Source: an optimization exercise on an open RTL-to-GDS flow (aim: small area). Production flows keep margins and buffers that such runs may drop.
Function was checked by simulation only, so behaviour that the tests miss may differ from the original.
Power figures rest on the tool's default switching activity, not on a simulated workload.

==> trial 24 <==
==> flow/design.v <==
module g_nand2(input logic a, input logic b, output logic y);
  assign y = ~(a & b);
endmodule
module g_nor2(input logic a, input logic b, output logic y);
  assign y = ~(a | b);
endmodule
module g_xor2(input logic a, input logic b, output logic y);
  assign y = a ^ b;
endmodule
module g_xnor2(input logic a, input logic b, output logic y);
  assign y = ~(a ^ b);
endmodule
module g_oai21(input logic a1, input logic a2, input logic b1, output logic y);
  assign y = ~((a1 | a2) & b1);
endmodule
module cell_p(input logic xn, input logic yn, input logic c, input logic sel,
              output logic nco, output logic m);
  logic g, p, h, u;
  g_nor2  u_g(.a(xn), .b(yn), .y(g));             
  g_nand2 u_p(.a(yn), .b(xn), .y(p));             
  g_oai21 u_c(.a1(c), .a2(g), .b1(p), .y(nco));   
  g_xnor2 u_h(.a(c), .b(yn), .y(h));              
  g_nand2 u_u(.a(h), .b(sel), .y(u));
  g_xor2  u_m(.a(u), .b(xn), .y(m));              
endmodule
module cell_p0(input logic xn, input logic yn, input logic c, input logic h, input logic sel,
               output logic nco, output logic m);
  logic g, p, u;
  g_nor2  u_g(.a(xn), .b(yn), .y(g));             
  g_nand2 u_p(.a(yn), .b(xn), .y(p));             
  g_oai21 u_c(.a1(c), .a2(g), .b1(p), .y(nco));   
  g_nand2 u_u(.a(h), .b(sel), .y(u));
  g_xor2  u_m(.a(u), .b(xn), .y(m));              
endmodule
module cell_n(input logic x, input logic y, input logic nc, input logic sel,
              output logic co, output logic mn);
  logic gn, pn, h, u;
  g_nand2 u_g(.a(y), .b(x), .y(gn));              
  g_nor2  u_p(.a(x), .b(y), .y(pn));              
  g_oai21 u_c(.a1(nc), .a2(pn), .b1(gn), .y(co));  
  g_xnor2 u_h(.a(nc), .b(y), .y(h));              
  g_nand2 u_u(.a(h), .b(sel), .y(u));
  g_xor2  u_m(.a(u), .b(x), .y(mn));              
endmodule
module cell_nt(input logic x, input logic y, input logic nc, input logic sel,
               output logic co, output logic m);
  logic gn, pn, h, u;
  g_nand2 u_g(.a(y), .b(x), .y(gn));              
  g_nor2  u_p(.a(x), .b(y), .y(pn));              
  g_oai21 u_c(.a1(nc), .a2(pn), .b1(gn), .y(co));  
  g_xnor2 u_h(.a(nc), .b(y), .y(h));              
  g_nand2 u_u(.a(h), .b(sel), .y(u));
  g_xnor2 u_m(.a(u), .b(x), .y(m));               
endmodule
module col_x0(input logic a, input logic b, input logic [3:0] tn, output logic xn);
  assign xn = tn[{a, b}];
endmodule
module col_y(input logic a, input logic a1, input logic b, input logic c, input logic ma,
             input logic ms, input logic mc, input logic mnbn, output logic y);
  logic h1, h2;
  assign h1 = ~((ma & a) | (ms & a1));
  assign h2 = ~((mc & c) | (~b & ~mnbn));
  assign y  = ~(h1 & h2);
endmodule
module col_yn(input logic a, input logic a1, input logic b, input logic c, input logic ma,
              input logic ms, input logic mc, input logic mnbn, output logic yn);
  logic q1, q2, q3;
  g_a22o u_1(.a1(ma), .a2(a), .b1(ms), .b2(a1), .y(q1));
  g_a21o u_2(.a1(mc), .a2(c), .b1(q1), .y(q2));
  g_nor2 u_3(.a(mnbn), .b(b), .y(q3));             
  g_nor2 u_4(.a(q2), .b(q3), .y(yn));
endmodule
module g_a22o(input logic a1, input logic a2, input logic b1, input logic b2, output logic y);
  assign y = (a1 & a2) | (b1 & b2);
endmodule
module g_a21o(input logic a1, input logic a2, input logic b1, output logic y);
  assign y = (a1 & a2) | b1;
endmodule
module row_sel_p(input logic m, input logic b, input logic dz, input logic co, output logic sel);
  assign sel = (m & b) | (dz & co);
endmodule
module out_d(input logic q, input logic r, input logic qs, input logic rs, output logic d);
  assign d = (qs & q) | (rs & r);
endmodule
module g_maj3(input logic a, input logic b, input logic c, output logic y);
  assign y = (a & b) | (c & (a | b));
endmodule
module breadboard(input logic clk, input logic reset, input logic [31:0] A, input logic [31:0] B,
                  input logic [3:0] opcode, output logic [31:0] C, output logic ERR_out);
  logic op_hold, op_add, op_sub, op_mul, op_quo, op_rem, op_div, op_shl, op_shr;
  assign op_hold = opcode == 4'h0;
  assign op_add  = opcode == 4'h1;
  assign op_sub  = opcode == 4'h2;
  assign op_mul  = opcode == 4'h3;
  assign op_quo  = opcode == 4'h4;
  assign op_rem  = opcode == 4'h5;
  assign op_div  = op_quo | op_rem;
  assign op_shl  = opcode == 4'hD;
  assign op_shr  = opcode == 4'hE;
  logic op_ass;   
  assign op_ass  = op_add | op_sub | op_shl | op_hold | op_shr;
  logic [3:0] tt, tn;   
  always_comb begin
    case (opcode)
      4'h2, 4'h4, 4'h5, 4'hD: tt = 4'b1100;  
      4'h1: tt = 4'b1010;   
      4'h6: tt = 4'b1000;   
      4'h7: tt = 4'b1110;   
      4'h8: tt = 4'b0110;   
      4'h9: tt = 4'b0101;   
      4'hA: tt = 4'b0111;   
      4'hB: tt = 4'b0001;   
      4'hC: tt = 4'b1001;   
      default: tt = 4'b0000;
    endcase
  end
  assign tn = ~tt;
  logic [31:0] x0n;
  genvar k, i;
  generate
    for (i = 0; i < 32; i++) begin : g_x0
      col_x0 u(.a(A[i]), .b(B[i]), .tn(tn), .xn(x0n[i]));
    end
  endgenerate
  logic [31:0] A_hi;
  assign A_hi = {1'b0, A[31:1]};
  logic [31:0] Yv;
  logic cin, y_a, y_nb, y_c, y_s;
  assign y_a  = op_mul | op_add | op_shl;
  assign y_nb = op_div | op_sub;
  assign y_c  = op_hold;
  assign y_s  = op_shr;
  assign cin  = y_nb;
  generate
    for (i = 0; i < 32; i++) begin : g_y
      if (i % 2 == 0) begin : g_e
        col_yn u(.a(A[i]), .a1(A_hi[i]), .b(B[i]), .c(C[i]), .ma(y_a), .ms(y_s), .mc(y_c),
                 .mnbn(~y_nb), .yn(Yv[i]));
      end else begin : g_o
        col_y  u(.a(A[i]), .a1(A_hi[i]), .b(B[i]), .c(C[i]), .ma(y_a), .ms(y_s), .mc(y_c),
                 .mnbn(~y_nb), .y(Yv[i]));
      end
    end
  endgenerate
  logic [31:0] dz;
  assign dz[0] = op_div;
  generate
    for (k = 1; k < 32; k++) begin : g_dz
      assign dz[k] = dz[k-1] & ~B[32-k];
    end
  endgenerate
  logic [31:0] r [0:32];
  logic h0;   
  g_xnor2 u_h0(.a(Yv[0]), .b(cin), .y(h0));
  logic [31:0] sel;
  assign r[32] = x0n;
  generate
    for (k = 31; k >= 0; k--) begin : g_row
      localparam int W = 32 - k;
      logic [W:0] c;      
      assign c[0] = cin;
      for (i = 0; i < W; i++) begin : g_bit
        if (i == 0) begin : g_0
          cell_p0 u(.xn(r[k+1][k+i]), .yn(Yv[i]), .c(c[i]), .h(h0), .sel(sel[k]), .nco(c[i+1]), .m(r[k][k+i]));
        end else if (i % 2 == 0) begin : g_e
          cell_p u(.xn(r[k+1][k+i]), .yn(Yv[i]), .c(c[i]), .sel(sel[k]), .nco(c[i+1]), .m(r[k][k+i]));
        end else if (k > 0) begin : g_o
          cell_n u(.x(r[k+1][k+i]), .y(Yv[i]), .nc(c[i]), .sel(sel[k]), .co(c[i+1]), .mn(r[k][k+i]));
        end else begin : g_ot
          cell_nt u(.x(r[k+1][k+i]), .y(Yv[i]), .nc(c[i]), .sel(sel[k]), .co(c[i+1]), .m(r[k][k+i]));
        end
      end
      if (W % 2 == 0) begin : g_ce
        if (k == 0) begin : g_last
          row_sel_p u_sel(.m(op_mul | op_ass), .b(B[k] | op_ass), .dz(dz[k]), .co(c[W]), .sel(sel[k]));
        end else begin : g_mid
          row_sel_p u_sel(.m(op_mul), .b(B[k]), .dz(dz[k]), .co(c[W]), .sel(sel[k]));
        end
      end else begin : g_co
        logic co;
        g_nor2 u_co(.a(c[W]), .b(~dz[k]), .y(co));      
        g_a21o u_sel(.a1(op_mul), .a2(B[k]), .b1(co), .y(sel[k]));
      end
      if (k > 0) begin : g_low
        assign r[k][k-1:0] = r[k+1][k-1:0];
      end
    end
  endgenerate
  logic [31:0] d;
  logic q_s, r_s;
  assign q_s = op_quo & ~reset;
  assign r_s = ~op_quo & ~reset;
  generate
    for (i = 0; i < 32; i++) begin : g_d
      out_d u(.q(sel[i]), .r(r[0][i]), .qs(q_s), .rs(r_s), .d(d[i]));
    end
  endgenerate
  logic [32:0] ec;
  assign ec[0] = 1'b0;
  generate
    for (i = 0; i < 32; i++) begin : g_err
      g_maj3 u(.a(A[i]), .b(B[i]), .c(ec[i]), .y(ec[i+1]));
    end
  endgenerate
  always_ff @(posedge clk) begin
    C <= d;
    ERR_out <= ec[32];
  end
endmodule
==> flow/flow/run.sh <==
#!/bin/bash
export SKIP_PIN_SWAP=1
export SKIP_GATE_CLONING=1
export BUFFER_PORTS_ARGS="-buffer_cell sky130_fd_sc_hd__buf_1"
export SETUP_SLACK_MARGIN=-8
bash standard.sh > standard.log 2>&1
==> flow/standard.sh <==
#!/bin/bash
# synth_recipe.tcl (not shown) runs the flow's synth.tcl, then flattens the netlist and writes it again
# the make line also repeats each setting of config.mk as NAME=value (left out here)
make -C /OpenROAD-flow-scripts/flow DESIGN_CONFIG=/design/flow/config.mk WORK_HOME=/design/flow/orfs CLKGATE_MAP_FILE= SYNTH_SCRIPT=/design/flow/synth_recipe.tcl "${@:-finish}"
==> flow/config.mk <==
export PLATFORM = sky130hd
export DESIGN_NAME = breadboard
export DESIGN_NICKNAME = breadboard
export VERILOG_FILES = /design/flow/design.v
export SDC_FILE = /design/flow/constraint.sdc
export NUM_CORES = 4
export LEC_CHECK = 0
export CAP_MARGIN = 20
export CORE_MARGIN = 2
export CORE_UTILIZATION = 40
export CTS_BUF_LIST = sky130_fd_sc_hd__clkbuf_8
export SLEW_MARGIN = 20
export SYNTH_HIERARCHICAL = 1
==> flow/constraint.sdc <==
create_clock -name core_clock -period 150.0 [get_ports {clk}]
set_input_delay 30.0000 -clock core_clock [delete_from_list [all_inputs] [get_ports {clk}]]
set_output_delay 30.0000 -clock core_clock [all_outputs]
set_load 0.01 [all_outputs]
==> build 42 (differences from trial 24) <==
==> flow/design.v, changed modules only <==
module cell_p(input logic xn, input logic yn, input logic c, input logic sel,
              output logic nco, output logic m);
  logic g, p, h, u;
  g_nor2  u_g(.a(xn), .b(yn), .y(g));             
  g_nand2 u_p(.a(xn), .b(yn), .y(p));             
  g_oai21 u_c(.a1(c), .a2(g), .b1(p), .y(nco));   
  g_xnor2 u_h(.a(yn), .b(c), .y(h));              
  g_nand2 u_u(.a(sel), .b(h), .y(u));
  g_xor2  u_m(.a(xn), .b(u), .y(m));              
endmodule
module cell_p0(input logic xn, input logic yn, input logic c, input logic h, input logic sel,
               output logic nco, output logic m);
  logic g, p, u;
  g_nor2  u_g(.a(xn), .b(yn), .y(g));             
  g_nand2 u_p(.a(xn), .b(yn), .y(p));             
  g_oai21 u_c(.a1(c), .a2(g), .b1(p), .y(nco));   
  g_nand2 u_u(.a(sel), .b(h), .y(u));
  g_xor2  u_m(.a(xn), .b(u), .y(m));              
endmodule
module cell_n(input logic x, input logic y, input logic nc, input logic sel,
              output logic co, output logic mn);
  logic gn, pn, h, u;
  g_nand2 u_g(.a(x), .b(y), .y(gn));              
  g_nor2  u_p(.a(x), .b(y), .y(pn));              
  g_oai21 u_c(.a1(pn), .a2(nc), .b1(gn), .y(co));  
  g_xnor2 u_h(.a(y), .b(nc), .y(h));              
  g_nand2 u_u(.a(sel), .b(h), .y(u));
  g_xor2  u_m(.a(x), .b(u), .y(mn));              
endmodule
module cell_nt(input logic x, input logic y, input logic nc, input logic sel,
               output logic co, output logic m);
  logic gn, pn, h, u;
  g_nand2 u_g(.a(x), .b(y), .y(gn));              
  g_nor2  u_p(.a(x), .b(y), .y(pn));              
  g_oai21 u_c(.a1(pn), .a2(nc), .b1(gn), .y(co));  
  g_xnor2 u_h(.a(y), .b(nc), .y(h));              
  g_nand2 u_u(.a(sel), .b(h), .y(u));
  g_xnor2 u_m(.a(x), .b(u), .y(m));               
endmodule
module breadboard(input logic clk, input logic reset, input logic [31:0] A, input logic [31:0] B,
                  input logic [3:0] opcode, output logic [31:0] C, output logic ERR_out);
  logic op_hold, op_add, op_sub, op_mul, op_quo, op_rem, op_div, op_shl, op_shr;
  assign op_hold = opcode == 4'h0;
  assign op_add  = opcode == 4'h1;
  assign op_sub  = opcode == 4'h2;
  assign op_mul  = opcode == 4'h3;
  assign op_quo  = opcode == 4'h4;
  assign op_rem  = opcode == 4'h5;
  assign op_div  = op_quo | op_rem;
  assign op_shl  = opcode == 4'hD;
  assign op_shr  = opcode == 4'hE;
  logic op_ass;   
  assign op_ass  = op_add | op_sub | op_shl | op_hold | op_shr;
  logic [3:0] tt, tn;   
  always_comb begin
    case (opcode)
      4'h2, 4'h4, 4'h5, 4'hD: tt = 4'b1100;  
      4'h1: tt = 4'b1010;   
      4'h6: tt = 4'b1000;   
      4'h7: tt = 4'b1110;   
      4'h8: tt = 4'b0110;   
      4'h9: tt = 4'b0101;   
      4'hA: tt = 4'b0111;   
      4'hB: tt = 4'b0001;   
      4'hC: tt = 4'b1001;   
      default: tt = 4'b0000;
    endcase
  end
  assign tn = ~tt;
  logic [31:0] x0n;
  genvar k, i;
  generate
    for (i = 0; i < 32; i++) begin : g_x0
      col_x0 u(.a(A[i]), .b(B[i]), .tn(tn), .xn(x0n[i]));
    end
  endgenerate
  logic [31:0] A_hi;
  assign A_hi = {1'b0, A[31:1]};
  logic [31:0] Yv;
  logic cin, y_a, y_nb, y_c, y_s;
  assign y_a  = op_mul | op_add | op_shl;
  assign y_nb = op_div | op_sub;
  assign y_c  = op_hold;
  assign y_s  = op_shr;
  assign cin  = y_nb;
  generate
    for (i = 0; i < 32; i++) begin : g_y
      if (i % 2 == 0) begin : g_e
        col_yn u(.a(A[i]), .a1(A_hi[i]), .b(B[i]), .c(C[i]), .ma(y_a), .ms(y_s), .mc(y_c),
                 .mnbn(~y_nb), .yn(Yv[i]));
      end else begin : g_o
        col_y  u(.a(A[i]), .a1(A_hi[i]), .b(B[i]), .c(C[i]), .ma(y_a), .ms(y_s), .mc(y_c),
                 .mnbn(~y_nb), .y(Yv[i]));
      end
    end
  endgenerate
  logic [31:0] dz;
  assign dz[0] = op_div;
  generate
    for (k = 1; k < 32; k++) begin : g_dz
      assign dz[k] = dz[k-1] & ~B[32-k];
    end
  endgenerate
  logic [31:0] r [0:32];
  logic h0;   
  g_xnor2 u_h0(.a(Yv[0]), .b(cin), .y(h0));
  logic [31:0] sel;
  assign r[32] = x0n;
  generate
    for (k = 31; k >= 0; k--) begin : g_row
      localparam int W = 32 - k;
      logic [W:0] c;      
      assign c[0] = cin;
      for (i = 0; i < W; i++) begin : g_bit
        if (i == 0) begin : g_0
          cell_p0 u(.xn(r[k+1][k+i]), .yn(Yv[i]), .c(c[i]), .h(h0), .sel(sel[k]), .nco(c[i+1]), .m(r[k][k+i]));
        end else if (i % 2 == 0) begin : g_e
          cell_p u(.xn(r[k+1][k+i]), .yn(Yv[i]), .c(c[i]), .sel(sel[k]), .nco(c[i+1]), .m(r[k][k+i]));
        end else if (k > 0) begin : g_o
          cell_n u(.x(r[k+1][k+i]), .y(Yv[i]), .nc(c[i]), .sel(sel[k]), .co(c[i+1]), .mn(r[k][k+i]));
        end else begin : g_ot
          cell_nt u(.x(r[k+1][k+i]), .y(Yv[i]), .nc(c[i]), .sel(sel[k]), .co(c[i+1]), .m(r[k][k+i]));
        end
      end
      if (W % 2 == 0) begin : g_ce
        if (k == 0) begin : g_last
          row_sel_p u_sel(.m(op_mul | op_ass), .b(B[k] | op_ass), .dz(dz[k]), .co(c[W]), .sel(sel[k]));
        end else begin : g_mid
          row_sel_p u_sel(.m(op_mul), .b(B[k]), .dz(dz[k]), .co(c[W]), .sel(sel[k]));
        end
      end else begin : g_co
        logic co;
        g_nor2 u_co(.a(~dz[k]), .b(c[W]), .y(co));      
        g_a21o u_sel(.a1(op_mul), .a2(B[k]), .b1(co), .y(sel[k]));
      end
      if (k > 0) begin : g_low
        assign r[k][k-1:0] = r[k+1][k-1:0];
      end
    end
  endgenerate
  logic [31:0] d;
  logic q_s, r_s;
  assign q_s = op_quo & ~reset;
  assign r_s = ~op_quo & ~reset;
  generate
    for (i = 0; i < 32; i++) begin : g_d
      out_d u(.q(sel[i]), .r(r[0][i]), .qs(q_s), .rs(r_s), .d(d[i]));
    end
  endgenerate
  logic [32:0] ec;
  assign ec[0] = 1'b0;
  generate
    for (i = 0; i < 32; i++) begin : g_err
      g_maj3 u(.a(A[i]), .b(B[i]), .c(ec[i]), .y(ec[i+1]));
    end
  endgenerate
  always_ff @(posedge clk) begin
    C <= d;
    ERR_out <= ec[32];
  end
endmodule
==> flow/flow/run.sh (replaced) <==
#!/bin/bash
export SKIP_PIN_SWAP=1
export SKIP_GATE_CLONING=1
export BUFFER_PORTS_ARGS="-buffer_cell sky130_fd_sc_hd__buf_1"
export SETUP_SLACK_MARGIN=-6
bash standard.sh > standard.log 2>&1
- CAP_MARGIN: 20 -> 5
- CORE_UTILIZATION: 40 -> 50
- SLEW_MARGIN: 20 -> 5
==> comparison table <==
metric                                                                                                  build 42                 trial 24
Outcome                                                                                  complete, no violations  complete, no violations
Core utilization of the finished layout                                                                    0.559                    0.443
Number of optimization iterations in the first detailed-route pass                                             6                        5
Placed Instance Area                                                                                   22900 um2                23100 um2
Overall routing resource usage                                                                             0.322                    0.247
Switching part of the total power                                                                          0.588                    0.579
Clock transition at the register clock pins on the worst setup and hold paths after CTS                  0.10 ns                  0.08 ns
# diodes                                                                                                       0                        2
Required @ worst endpoint                                                                              150.24 ns                150.27 ns
Hold_sp                                                                                             C[0]$_DFF_P_            C[31]$_DFF_P_
Fraction of area in multi-input gates                                                                      0.895                    0.890
NonClk Buf Share                                                                                          0.0425                   0.0385
Footprint of the multi-input gates                                                                     21000 um2                20700 um2
Hold_ws                                                                                                  1.06 ns                  1.09 ns
Die area                                                                                               44200 um2                55000 um2
Setup WS pre-CTS                                                                                       -0.914 ns                  3.58 ns
Largest driver fanout on the critical path                                                                    32                       35
Filler cell count in the final layout                                                                       4347                     5679
Cell total after placement                                                                                  4237                     4390
Critical path endpoint                                                                             C[26]$_DFF_P_            C[25]$_DFF_P_
Clock period minus final worst setup slack                                                             143.69 ns                142.73 ns
Share of power burned in the clock network                                                                 0.052                    0.058
Total number of cells along the worst setup path                                                             652                      657

==> afterwards: timing with drivers on the ports <==
In the flow no input, the clock included, has a driving cell. The finished layouts below were timed again as built, in two steps.
Step 1 sets driving cells, clkbuf_16 on the clock port and buf_2 on the other inputs (assumed; they add their load-dependent delay and slew).
Step 2 adds t to the input delays and takes it off the output delays; t is the mean of the earliest and latest rising clock arrival at the registers after step 1. Input paths then give back, and output paths get back, about the clock's delay inside the block.
Three values: ideal, step 1, step 2; two values: the first two.
| run | shift t [ns] | setup WS [ns] | latest minus earliest clock arrival (ns) | slew at the worst register clock pin (ns) |
|---|---|---|---|---|
| trial 24 | 0.366 | 7.272 / 7.287 / 6.921 | 0.018 / 0.018 | 0.09 / 0.09 |
| build 42 | 0.344 | 6.309 / 6.326 / 5.983 | 0.011 / 0.011 | 0.10 / 0.10 |
After both steps setup and hold are still met in every run listed. The setup slack of trial 24, which loses most, moves by +0.015 ns with the drivers and by -0.351 ns with both steps.
